What follows belongs to an exercise in optimizing a design on an open flow for small area and a short achievable clock period; a production flow would make more cautious choices.
In this exercise RTL edits were held to simulation tests only and were not proved equivalent to the original.
No activity file was given, so power comes from the tool's default toggle rates.

`config.mk`:
```
export PLATFORM = sky130hd
export DESIGN_NAME = PEarray
export DESIGN_NICKNAME = PEarray
export VERILOG_FILES = /design/flow/design.v
export SDC_FILE = /design/flow/constraint.sdc
export NUM_CORES = 4
export LEC_CHECK = 0
export CAP_MARGIN = 20
export CORE_MARGIN = 2
export CORE_UTILIZATION = 40
export SLEW_MARGIN = 20
```
`constraint.sdc`:
```
create_clock -name core_clock -period 8.0 [get_ports {clk}]
set_input_delay 1.6000 -clock core_clock [delete_from_list [all_inputs] [get_ports {clk}]]
set_output_delay 1.6000 -clock core_clock [all_outputs]
set_load 0.01 [all_outputs]
```
`design.v`:
```
module Mac (
    input  [7:0] a,
    input  [7:0] b,
    input  [7:0] c,
    output [7:0] res
);
  wire pp0_0 = a[0] & b[0];
  wire pp0_1 = a[0] & b[1];
  wire pp0_2 = a[0] & b[2];
  wire pp0_3 = a[0] & b[3];
  wire pp0_4 = a[0] & b[4];
  wire pp0_5 = a[0] & b[5];
  wire pp0_6 = a[0] & b[6];
  wire pp0_7 = a[0] & b[7];
  wire pp1_0 = a[1] & b[0];
  wire pp1_1 = a[1] & b[1];
  wire pp1_2 = a[1] & b[2];
  wire pp1_3 = a[1] & b[3];
  wire pp1_4 = a[1] & b[4];
  wire pp1_5 = a[1] & b[5];
  wire pp1_6 = a[1] & b[6];
  wire pp2_0 = a[2] & b[0];
  wire pp2_1 = a[2] & b[1];
  wire pp2_2 = a[2] & b[2];
  wire pp2_3 = a[2] & b[3];
  wire pp2_4 = a[2] & b[4];
  wire pp2_5 = a[2] & b[5];
  wire pp3_0 = a[3] & b[0];
  wire pp3_1 = a[3] & b[1];
  wire pp3_2 = a[3] & b[2];
  wire pp3_3 = a[3] & b[3];
  wire pp3_4 = a[3] & b[4];
  wire pp4_0 = a[4] & b[0];
  wire pp4_1 = a[4] & b[1];
  wire pp4_2 = a[4] & b[2];
  wire pp4_3 = a[4] & b[3];
  wire pp5_0 = a[5] & b[0];
  wire pp5_1 = a[5] & b[1];
  wire pp5_2 = a[5] & b[2];
  wire pp6_0 = a[6] & b[0];
  wire pp6_1 = a[6] & b[1];
  wire pp7_0 = a[7] & b[0];
  wire fs0, fc0;
  wire fs1, fc1;
  wire fs2, fc2;
  wire fs3, fc3;
  wire fs4, fc4;
  wire fs5, fc5;
  wire fs6, fc6;
  wire fs7, fc7;
  wire fs8, fc8;
  wire fs9, fc9;
  wire fs10, fc10;
  wire fs11, fc11;
  wire fs12, fc12;
  wire fs13, fc13;
  wire fs14, fc14;
  wire fs15, fc15;
  wire fs16, fc16;
  wire fs17, fc17;
  wire fs18, fc18;
  wire fs19, fc19;
  wire fs20, fc20;
  wire fs21, fc21;
  wire fs22, fc22;
  wire fs23, fc23;
  wire fs24, fc24;
  wire fs25, fc25;
  wire fs26, fc26;
  wire fs27, fc27;
  assign fs0 = c[1] ^ pp0_1 ^ pp1_0;
  assign fc0 = (c[1] & pp0_1) | (c[1] & pp1_0) | (pp0_1 & pp1_0);
  assign fs1 = c[2] ^ pp0_2 ^ pp1_1;
  assign fc1 = (c[2] & pp0_2) | (c[2] & pp1_1) | (pp0_2 & pp1_1);
  assign fs2 = pp2_0 ^ fc0 ^ fs1;
  assign fc2 = (pp2_0 & fc0) | (pp2_0 & fs1) | (fc0 & fs1);
  assign fs3 = c[3] ^ pp0_3 ^ pp1_2;
  assign fc3 = (c[3] & pp0_3) | (c[3] & pp1_2) | (pp0_3 & pp1_2);
  assign fs4 = pp2_1 ^ pp3_0 ^ fc1;
  assign fc4 = (pp2_1 & pp3_0) | (pp2_1 & fc1) | (pp3_0 & fc1);
  assign fs5 = fs3 ^ fc2 ^ fs4;
  assign fc5 = (fs3 & fc2) | (fs3 & fs4) | (fc2 & fs4);
  assign fs6 = c[4] ^ pp0_4 ^ pp1_3;
  assign fc6 = (c[4] & pp0_4) | (c[4] & pp1_3) | (pp0_4 & pp1_3);
  assign fs7 = pp2_2 ^ pp3_1 ^ pp4_0;
  assign fc7 = (pp2_2 & pp3_1) | (pp2_2 & pp4_0) | (pp3_1 & pp4_0);
  assign fs8 = fc3 ^ fs6 ^ fs7;
  assign fc8 = (fc3 & fs6) | (fc3 & fs7) | (fs6 & fs7);
  assign fs9 = fc4 ^ fs8 ^ fc5;
  assign fc9 = (fc4 & fs8) | (fc4 & fc5) | (fs8 & fc5);
  assign fs10 = c[5] ^ pp0_5 ^ pp1_4;
  assign fc10 = (c[5] & pp0_5) | (c[5] & pp1_4) | (pp0_5 & pp1_4);
  assign fs11 = pp2_3 ^ pp3_2 ^ pp4_1;
  assign fc11 = (pp2_3 & pp3_2) | (pp2_3 & pp4_1) | (pp3_2 & pp4_1);
  assign fs12 = pp5_0 ^ fc6 ^ fc7;
  assign fc12 = (pp5_0 & fc6) | (pp5_0 & fc7) | (fc6 & fc7);
  assign fs13 = fs10 ^ fs11 ^ fc8;
  assign fc13 = (fs10 & fs11) | (fs10 & fc8) | (fs11 & fc8);
  assign fs14 = fs12 ^ fs13 ^ fc9;
  assign fc14 = (fs12 & fs13) | (fs12 & fc9) | (fs13 & fc9);
  assign fs15 = c[6] ^ pp0_6 ^ pp1_5;
  assign fc15 = (c[6] & pp0_6) | (c[6] & pp1_5) | (pp0_6 & pp1_5);
  assign fs16 = pp2_4 ^ pp3_3 ^ pp4_2;
  assign fc16 = (pp2_4 & pp3_3) | (pp2_4 & pp4_2) | (pp3_3 & pp4_2);
  assign fs17 = pp5_1 ^ pp6_0 ^ fc10;
  assign fc17 = (pp5_1 & pp6_0) | (pp5_1 & fc10) | (pp6_0 & fc10);
  assign fs18 = fc11 ^ fs15 ^ fs16;
  assign fc18 = (fc11 & fs15) | (fc11 & fs16) | (fs15 & fs16);
  assign fs19 = fc12 ^ fs17 ^ fs18;
  assign fc19 = (fc12 & fs17) | (fc12 & fs18) | (fs17 & fs18);
  assign fs20 = fc13 ^ fs19 ^ fc14;
  assign fc20 = (fc13 & fs19) | (fc13 & fc14) | (fs19 & fc14);
  assign fs21 = c[7] ^ pp0_7 ^ pp1_6;
  assign fc21 = (c[7] & pp0_7) | (c[7] & pp1_6) | (pp0_7 & pp1_6);
  assign fs22 = pp2_5 ^ pp3_4 ^ pp4_3;
  assign fc22 = (pp2_5 & pp3_4) | (pp2_5 & pp4_3) | (pp3_4 & pp4_3);
  assign fs23 = pp5_2 ^ pp6_1 ^ pp7_0;
  assign fc23 = (pp5_2 & pp6_1) | (pp5_2 & pp7_0) | (pp6_1 & pp7_0);
  assign fs24 = fc15 ^ fc16 ^ fs21;
  assign fc24 = (fc15 & fc16) | (fc15 & fs21) | (fc16 & fs21);
  assign fs25 = fs22 ^ fs23 ^ fc17;
  assign fc25 = (fs22 & fs23) | (fs22 & fc17) | (fs23 & fc17);
  assign fs26 = fc18 ^ fs24 ^ fs25;
  assign fc26 = (fc18 & fs24) | (fc18 & fs25) | (fs24 & fs25);
  assign fs27 = fc19 ^ fs26 ^ fc20;
  assign fc27 = (fc19 & fs26) | (fc19 & fc20) | (fs26 & fc20);
  wire [7:0] r0 = {fs27, fs20, fs14, fs9, fs5, fs2, fs0, c[0]};
  wire [7:0] r1 = {1'b0, 1'b0, 1'b0, 1'b0, 1'b0, 1'b0, 1'b0, pp0_0};
  wire [8:0] s = r0 + r1;
  wire hi = (a[1] & (|b[7:7])) | (a[2] & (|b[7:6])) | (a[3] & (|b[7:5])) | (a[4] & (|b[7:4])) | (a[5] & (|b[7:3])) | (a[6] & (|b[7:2])) | (a[7] & (|b[7:1]));
  wire ovf = hi | fc21 | fc22 | fc23 | fc24 | fc25 | fc26 | fc27 | s[8];
  assign res = s[7:0] | {8{ovf}};
endmodule
module PE (
    input clk,
    input rst_n,
    input [2:0] mode_ctrl,
    input weight_clr,
    input [7:0] din,    
    input [7:0] wa,     
    input [7:0] va,     
    output reg [7:0] w_q,
    output reg [7:0] v_q,
    output reg [7:0] h_q
);
  wire m2 = mode_ctrl[2];
  wire m1 = mode_ctrl[1];
  wire m0 = mode_ctrl[0];
  wire [7:0] mac_b = m1 ? wa : w_q;
  wire [7:0] mac_c = m1 ? w_q : va;
  wire [7:0] mac;
  Mac mac_unit (
      .a(din),
      .b(mac_b),
      .c(mac_c),
      .res(mac)
  );
  wire hv_en = m1 ^ m0;                
  wire w_en = m2 & (m1 | ~m0);         
  wire [7:0] w_d = ~m1 ? wa : (m0 ? va : mac);
  wire [7:0] v_d = m1 ? wa : mac;
  always @(posedge clk or negedge rst_n) begin
    if (~rst_n) w_q <= 8'd0;
    else if (weight_clr) w_q <= 8'd0;
    else if (w_en) w_q <= w_d;
  end
  always @(posedge clk or negedge rst_n) begin
    if (~rst_n) begin
      v_q <= 8'd0;
      h_q <= 8'd0;
    end else if (hv_en) begin
      v_q <= v_d;
      h_q <= din;
    end
  end
endmodule
module PEarray #(
    parameter integer DATA_WIDTH = 8,
    parameter integer PE_CHANNEL = 8,
    parameter integer PE_DIM = 8
) (
    input clk,
    input rst_n,
    input [2 : 0] mode_ctrl,
    input weight_clr,
    input [DATA_WIDTH * PE_DIM - 1:0] data_in,
    input [DATA_WIDTH * PE_CHANNEL - 1:0] weight_in,
    output [DATA_WIDTH * PE_CHANNEL - 1:0] res_out
);
  wire [7:0] h[0:7][0:7];
  wire [7:0] w[0:7][0:7];
  wire [7:0] v[0:7][0:7];
  wire wso_w = mode_ctrl[2] & ~mode_ctrl[0];
  genvar i, j;
  generate
    for (i = 0; i < 8; i = i + 1) begin : gen_row
      for (j = 0; j < 8; j = j + 1) begin : gen_col
        wire [7:0] din = (j == 0) ? data_in[8*i+7:8*i] : h[i][(j==0)?0:j-1];
        wire [7:0] wa = (i == 0) ? weight_in[8*j+7:8*j] : w[(i==0)?0:i-1][j];
        wire [7:0] va = (i == 0) ? weight_in[8*j+7:8*j] : v[(i==0)?0:i-1][j];
        PE pe (
            .clk(clk),
            .rst_n(rst_n),
            .mode_ctrl(mode_ctrl),
            .weight_clr(weight_clr),
            .din(din),
            .wa(wa),
            .va(va),
            .w_q(w[i][j]),
            .v_q(v[i][j]),
            .h_q(h[i][j])
        );
      end
    end
    for (j = 0; j < 8; j = j + 1) begin : gen_out
      assign res_out[8*j+7:8*j] = wso_w ? w[7][j] : v[7][j];
    end
  endgenerate
endmodule
```
`run.sh`:
```
#!/bin/bash
# synth_recipe.tcl (not shown) runs the flow's synth.tcl, then flattens the netlist and writes it again
# the make line also repeats each setting of config.mk as NAME=value (left out here)
make -C /OpenROAD-flow-scripts/flow DESIGN_CONFIG=/design/flow/config.mk WORK_HOME=/design/flow/orfs CLKGATE_MAP_FILE= SYNTH_SCRIPT=/design/flow/synth_recipe.tcl finish
```
==> reports/metrics.cfg, run 1 <==
[outcome]
status=no timing/DRC/antenna violations

[setup_path]
endpoint=gen_row[6].gen_col[0].pe.v_q[7]
critPathKind=in -> reg
start_kind=input port
rr_worst_depth=15
path_max_fanout=38
endpoint_kind=flip-flop
r2r-start=gen_row[0].gen_col[6].pe.w_q[1]
cp_data_required_time_ns=8.71
cp-startpoint=mode_ctrl[1]
reg2reg_to=gen_row[0].gen_col[6].pe.v_q[5]
crit_arrival_ns=7.51
rrSetupSlack_ns=2.04

[pwr]
irDropWorstVdd_uv=206
p_per_area_nw_per_um2=302
leakage_nw=66.6

[sta]
drv_slew=0
period_share=0.849
fmax_mhz=147
finalSetupViolCount=0
slew_headroom=0.249
holdWs_ns=0.477
skew_ns=0.0588
fin_tns_setup_ns=0
hold_viol_final=0
worstMarginPinSlew_ns=1.13
finalCriticalPeriod_ns=6.80
grt_setup_unrepaired=false

[floorplanning]
die_height_um=616
io_pins=198
dieArea_um2=379000
floorplan.initialDensity=0.402
core_um2=372000
die_x_um=616
num_rows=224

[yosys]
yosysMostFrequentCell=fa_1
yosysTopAreaCell=dfrtp_1
synthTopCellsByArea=dfrtp_1 25%, fa_1 24%, mux2_2 7.8%, and2_1 4.2%, inv_1 3.8%
synth_top_family_by_area=adder cells
yosysSeqAreaShare=0.246
synthDistinctLibCells=107
syn_avg_cell_area_um2=9.51
synthesis.instances=15800
synth_area_um2=150000
synthSimpleGateAreaFrac=0.183
synth_flop_cell=dfrtp_1
synth_edf_count=0
synth_compound_area_frac=0.136
synth_xor_area_frac=0.0215
ys_top_cells_by_count=1,792 x fa_1, 1,504 x inv_1, 1,486 x nand2_1
synthArstFlopShare=1.00
synth-seq-cells=1472
synth_mux_area_frac=0.100
ys_warn_count=2
yosys.area_share.adder=0.250
synthesis.nets=17800
synth_top_area_share=0.246

[route]
vias_per_cell=5.78
drt_iter0_drc=10200
routed_wl_um=460000
num_vias=120000
first_pass_iters=8
post_drt_wl_per_cell_um=22.2
drcViolationCount=0
postRouteAntennaNets=0

[place]
place_congestion=0.897
hpwl_um=337000
port_buffers=197
dp.cells=20400

[min_path]
hold_path.class=reg -> reg
whs_path_depth=2

[clocking]
post_cts_resized=0
clockRootBuffer=clkbuf_16
clk_latency_ns=0.91
cts_buffer_depth=4
numCtsBuffers=193
clk_pin_slew_ns=0.06
hold_buffers=0
postCtsSetupRepairBufs=0
htreeDepth=4
cts_tree=yes
cts.sinks=1472

[global_route]
gr-total-overflow=0
grt_pass1_vias=123000
grt.total_usage=0.243
antenna_found_initial=21
grt_start_max_net_pins=181
grt_pass1_wl_um=741000

[flow_run]
maxCapViolCount=0

[finish]
utilization=0.440
final_layout_size_suffix_gt1_frac=0.118
syn_to_final_growth_pct=9.37
fin_nets=17600
fin_cells=20700

cells by family (layout without fill, tap and decap cells):
group	count (synthesis)	after routing
compound gates	3222	3222
other cells	0	13
buf+inv	2377	2361
fa+ha+maj	1921	1921
mux	1364	1364
xor+xnor	367	367
simple gates	5028	5028
flops	1472	1472
sequential cells by signal, summed over array words and instances, names as in the netlist:
| name | flops |
|---|---|
| gen_row.gen_col.pe.v_q | 512 |
| gen_row.gen_col.pe.h_q | 448 |
| gen_row.gen_col.pe.w_q | 512 |
area by class of cell:
type,count,area (um2)
Antenna cell,13,32.5
Sequential cell,1472,36800
Timing Repair Buffer,513,4980
Tap cell,4972,6220
Multi-Input combinational cell,11900,104000
Clock buffer,266,5590
Inverter,1506,5680
Fill cell,35900,209000
Clock inverter,76,961
layout by cell type, fill, tap and decap left out, types with 406 or more instances in the layout:
master	count
dfrtp_1	1472
a21oi_1	590
inv_1	1503
a22oi_1	406
o21ai_0	1014
fa_1	1792
mux2_2	1041
and2_1	1011
nand2_1	1481
nor2_1	464
worst min-delay path by stage:
stage                                          startpoint                              end  slack [ns]
final                     gen_row[7].gen_col[0].pe.v_q[4]  gen_row[7].gen_col[0].pe.v_q[4]        0.48
after global routing      gen_row[7].gen_col[0].pe.v_q[1]  gen_row[7].gen_col[0].pe.v_q[1]        0.49
after CTS                 gen_row[7].gen_col[0].pe.v_q[0]  gen_row[7].gen_col[0].pe.v_q[0]        0.48
after detailed placement  gen_row[7].gen_col[0].pe.v_q[0]  gen_row[7].gen_col[0].pe.v_q[0]        0.46
after global placement    gen_row[7].gen_col[0].pe.v_q[4]  gen_row[7].gen_col[0].pe.v_q[4]        0.46
after floorplan           gen_row[7].gen_col[0].pe.v_q[1]  gen_row[7].gen_col[0].pe.v_q[1]        0.44
per-stage QoR:
| step | setup WS (ns) | total power, mW | cell area [um2] |
|---|---|---|---|
| 6_report | 1.20 | 49.5 | 164000 |
| 5_1_grt | 0.844 | 53.8 | 164000 |
| 4_1_cts | 1.33 | 49.7 | 164000 |
| 3_5_place_dp | 0.393 | 40.3 | 157000 |
| 3_3_place_gp | 0.467 | 39.9 | 157000 |
| 2_1_floorplan | 0.0295 | 32.1 | 150000 |
power breakdown:
| group | total, mW | switching, mW | internal, mW |
|---|---|---|---|
| clock | 9.17 | 3.67 | 5.51 |
| sequential | 13.5 | 4.03 | 9.51 |
| combinational | 26.8 | 15.2 | 11.6 |
metal layers:
metal / track usage / wire (um) / up-vias
met1: 0.359 / 215000 / 61200
met2: 0.379 / 206000 / 4127
met5: 0 / 68 / -
li1: - / - / 53800
met3: 0.0323 / 29600 / 588
met4: 0.0503 / 9330 / 10
worst max-delay path, cell delays in order:
cell     delay, ns
buf_16        0.24
buf_12        0.25
buf_12        0.26
mux2i_1       0.57
nor2b_1       0.14
fa_1          0.50
fa_1          0.45
fa_1          0.44
fa_1          0.42
inv_1         0.08
fa_1          0.17
inv_1         0.05
fa_1          0.44
fa_1          0.43
nor4_1        0.30
nand3_1       0.28
nor4_4        0.57
a31oi_1       0.15
==> inputs of run 2 (changes only) <==
--- a/config.mk
+++ b/config.mk
@@ -8,4 +8,5 @@
 export CAP_MARGIN = 20
 export CORE_MARGIN = 2
 export CORE_UTILIZATION = 40
+export SETUP_SLACK_MARGIN = 2
 export SLEW_MARGIN = 20
==> run 2 against run 1 <==
Still clean. Worst setup slack gained 0.82 ns. Wire length is 4.6% higher. Core utilization rose by 1.9 points. Sequential power barely moved. Non-clock buffer count rose by 252. Critical path type unchanged.
==> reports/metrics.cfg, run 2 <==
[outcome]
status=no timing/DRC/antenna violations

[sta]
fin_tns_setup_ns=0  ; unchanged
skew_ns=0.0333  ; -0.0255 ns
drv_slew=0  ; unchanged
worstMarginPinSlew_ns=1.22  ; +0.0937 ns
slew_headroom=0.187  ; -0.0625
hold_viol_final=0  ; unchanged
period_share=0.747  ; -0.103
finalSetupViolCount=0  ; unchanged
grt_setup_unrepaired=true
holdWs_ns=0.480  ; +0.00242 ns
finalCriticalPeriod_ns=5.97  ; -0.821 ns
fmax_mhz=167  ; +14%

[pwr]
power_frac_seq=0.261  ; -0.012
irDropWorstVdd_uv=195  ; -5.4%
p_per_area_nw_per_um2=304  ; +0.66%
swShare=0.460  ; -0.00334
pwr-share-comb=0.560  ; +0.019
intPower_mw=28.1  ; +5.6%
clock_power_share=0.179  ; -0.006
p_sw_mw=23.9  ; +4.2%
leakage_nw=69.3  ; +4.2%

[yosys]
synth_flop_cell=dfrtp_1
synth-seq-cells=1472  ; unchanged
synthDistinctLibCells=107  ; unchanged
synth_top_area_share=0.246  ; unchanged
synthTopCellsByArea=dfrtp_1 25%, fa_1 24%, mux2_2 7.8%, and2_1 4.2%, inv_1 3.8%
yosysMostFrequentCell=fa_1
syn_avg_cell_area_um2=9.51  ; unchanged
yosysTopAreaCell=dfrtp_1
synthArstFlopShare=1.00  ; unchanged
synth_edf_count=0  ; unchanged
synth_area_um2=150000  ; unchanged
ys_warn_count=2  ; unchanged
yosysSeqAreaShare=0.246  ; unchanged
synthesis.nets=17800  ; unchanged
synthesis.instances=15800  ; unchanged
ys_top_cells_by_count=1,792 x fa_1, 1,504 x inv_1, 1,486 x nand2_1

[setup_path]
endpoint_kind=flip-flop
crit_arrival_ns=6.68  ; -0.83 ns
start_kind=input port
critPathKind=in -> reg
path_max_fanout=9  ; -76%
cp_data_required_time_ns=8.71  ; about the same
rr_worst_depth=16  ; +1

[place]
port_buffers=197  ; unchanged
hpwl_um=334000  ; -0.87%
place_congestion=0.892  ; -0.60%
dpl_cell_area_um2=158000  ; +0.26%

[route]
highest_layer=met5
num_vias=122000  ; +1.6%
drt_iter0_drc=10400  ; +2.5%
postRouteAntennaNets=0  ; unchanged
routed_wl_um=481000  ; +4.6%
wl_met2_um=219000  ; +6.5%
first_pass_iters=9  ; +1
drcViolationCount=0  ; unchanged
vias_per_cell=5.80  ; +0.42%
wl_met3_um=32000  ; +8.0%
post_drt_wl_per_cell_um=22.9  ; +3.4%
wl_met1_um=219000  ; +2.1%

[finish]
syn_to_final_growth_pct=14.1
final_layout_size_suffix_gt1_frac=0.163  ; +0.0449
final_common_cell=fa_1
top_regs=gen_row.gen_col.pe.v_q (512), gen_row.gen_col.pe.w_q (512), gen_row.gen_col.pe.h_q (448)
stdcell_area_um2=171000  ; +4.3%
utilization=0.459  ; +0.0189
layout_common_cells=1,583 x fa_1, 1,477 x inv_1, 1,472 x dfrtp_1
fin_nets=17900  ; +1.4%

[floorplanning]
num_rows=224  ; unchanged
die_height_um=616  ; unchanged
floorplan.initialDensity=0.402  ; unchanged
die_x_um=616  ; unchanged
dieArea_um2=379000  ; unchanged
core_um2=372000  ; unchanged
io_pins=198  ; unchanged

[clocking]
clk_latency_ns=0.88  ; -0.03 ns
cts_buffer_depth=4  ; unchanged
hold_buffers=0  ; unchanged
numCtsBuffers=190  ; -1.6%
clk_pin_slew_ns=0.06  ; about the same
clockRootBuffer=clkbuf_16
htreeDepth=4  ; unchanged
cts_tree=yes
cts.sinks=1472  ; unchanged

[global_route]
grt_pass1_wl_um=752000  ; +1.4%
grt.total_usage=0.248  ; +0.00497
grt_start_max_net_pins=192  ; +6.1%
grt_pass1_vias=122000  ; -0.44%
gr-total-overflow=0  ; unchanged
antenna_found_initial=26  ; +24%

[min_path]
whs_path_depth=2  ; unchanged
hold_path.class=reg -> reg

[flow_run]
maxCapViolCount=0  ; unchanged

[run 2: per-stage QoR]
step	instances	power, mW	setup slack [ns]
detailed placement	20300	40.6	0.449
floorplan	15800	32.7	0.995
finish	21000	52.0	2.03
global placement	20300	40.2	0.488
CTS	20800	50.7	1.90
global route	21000	56.1	1.90
[run 2: layout make-up]
cell class / instances / area (um2)
inverters: 1506 / 5680
repair buffers: 765 / 9030
well taps: 4972 / 6220
flip-flops and latches: 1472 / 36800
multi-input cells: 11900 / 106000
diodes: 7 / 17.5
clock inverters: 81 / 1150
fillers: 35200 / 202000
clock buffers: 253 / 5410
[run 2: layer usage]
metal  vias to the layer above  global-route usage
li1                      54300                   -
met3                       591              0.0323
met4                        20              0.0557
met5                         -                   0
met1                     62500               0.363
met2                      4265               0.389
[run 2: cells by family after synthesis]
logic type                 Yosys count  share of synthesized area
DFF                               1472                      0.246
xor gates and xnor gates           367                     0.0215
adders and majority gates         1921                      0.250
AOI/OAI and AO/OA                 3222                      0.136
muxes                             1364                      0.100
and+or+nand+nor                   5028                      0.183
buffers and inverters             2377                     0.0637
[run 2: what timing repair did]
action,4_1_cts,5_1_grt
pin swaps,63,214
cloned,33,38
gates resized for setup,170,541
endpoints found under the setup margin,1019,998
setup buffers,98,163
[run 2: path summary, 6_finish.rpt]
check	from	end	slack [ns]
hold reg to reg	gen_row[7].gen_col[0].pe.v_q[0]	gen_row[7].gen_col[0].pe.v_q[0]	0.48
hold / removal	gen_row[7].gen_col[0].pe.v_q[0]	gen_row[7].gen_col[0].pe.v_q[0]	0.48
min in group asynchronous	rst_n	gen_row[7].gen_col[6].pe.h_q[2]	0.58
setup reg to reg	gen_row[4].gen_col[7].pe.w_q[1]	gen_row[4].gen_col[7].pe.v_q[6]	2.59
max in group asynchronous	rst_n	gen_row[7].gen_col[2].pe.h_q[0]	5.62
setup / recovery	mode_ctrl[1]	gen_row[0].gen_col[7].pe.v_q[2]	2.03
[run 2: critical path, cell delays in order]
cell and delay [ns]:
buf_16 0.18, buf_12 0.16, mux2_4 0.35, and2_4 0.17
fa_1 0.50, fa_2 0.40, fa_2 0.35, fa_2 0.34
inv_2 0.06, fa_2 0.18, inv_2 0.04, fa_2 0.33
fa_2 0.32, nand4b_1 0.17, a2111o_1 0.39, buf_4 0.16
or4b_4 0.55, nor4_1 0.27, o31ai_1 0.11
[run 2: power groups by stage]
stage	sequential (mW)	clock, mW	combinational, mW
floorplan	11.3	0	21.4
global placement	13.5	0	26.6
detailed placement	13.6	0	27.0
CTS	13.4	9.45	27.8
global route	13.9	9.73	32.5
finish	13.6	9.29	29.1

## re-timing with driven ports
No port has a modelled driver above. Below, the same layouts with a new extraction and two added sets of constraints.
Step 1: set_driving_cell puts a clkbuf_16 on clk and a buf_2 on each other input, an assumption about the parent block.
Step 2 moves the port delays by t, midway between the first and last clock arrival at a register: inputs arrive t later, outputs are due t later. That takes back most of the time a late clock gives input paths.
a / b / c = no drivers / after step 1 / after step 2; a / b = the first two.
run | t (ns) | setup slack, ns | slew at the worst register clock pin (ns)
run 1 | 0.980 | 1.205 / 1.218 / 0.238 | 0.07 / 0.07
run 2 | 0.980 | 2.025 / 1.380 / 0.400 | 0.07 / 0.07
After both steps every run listed still meets setup and hold. For run 2, which loses most, drivers alone change the setup slack by -0.645 ns; drivers and shift together by -1.625 ns.
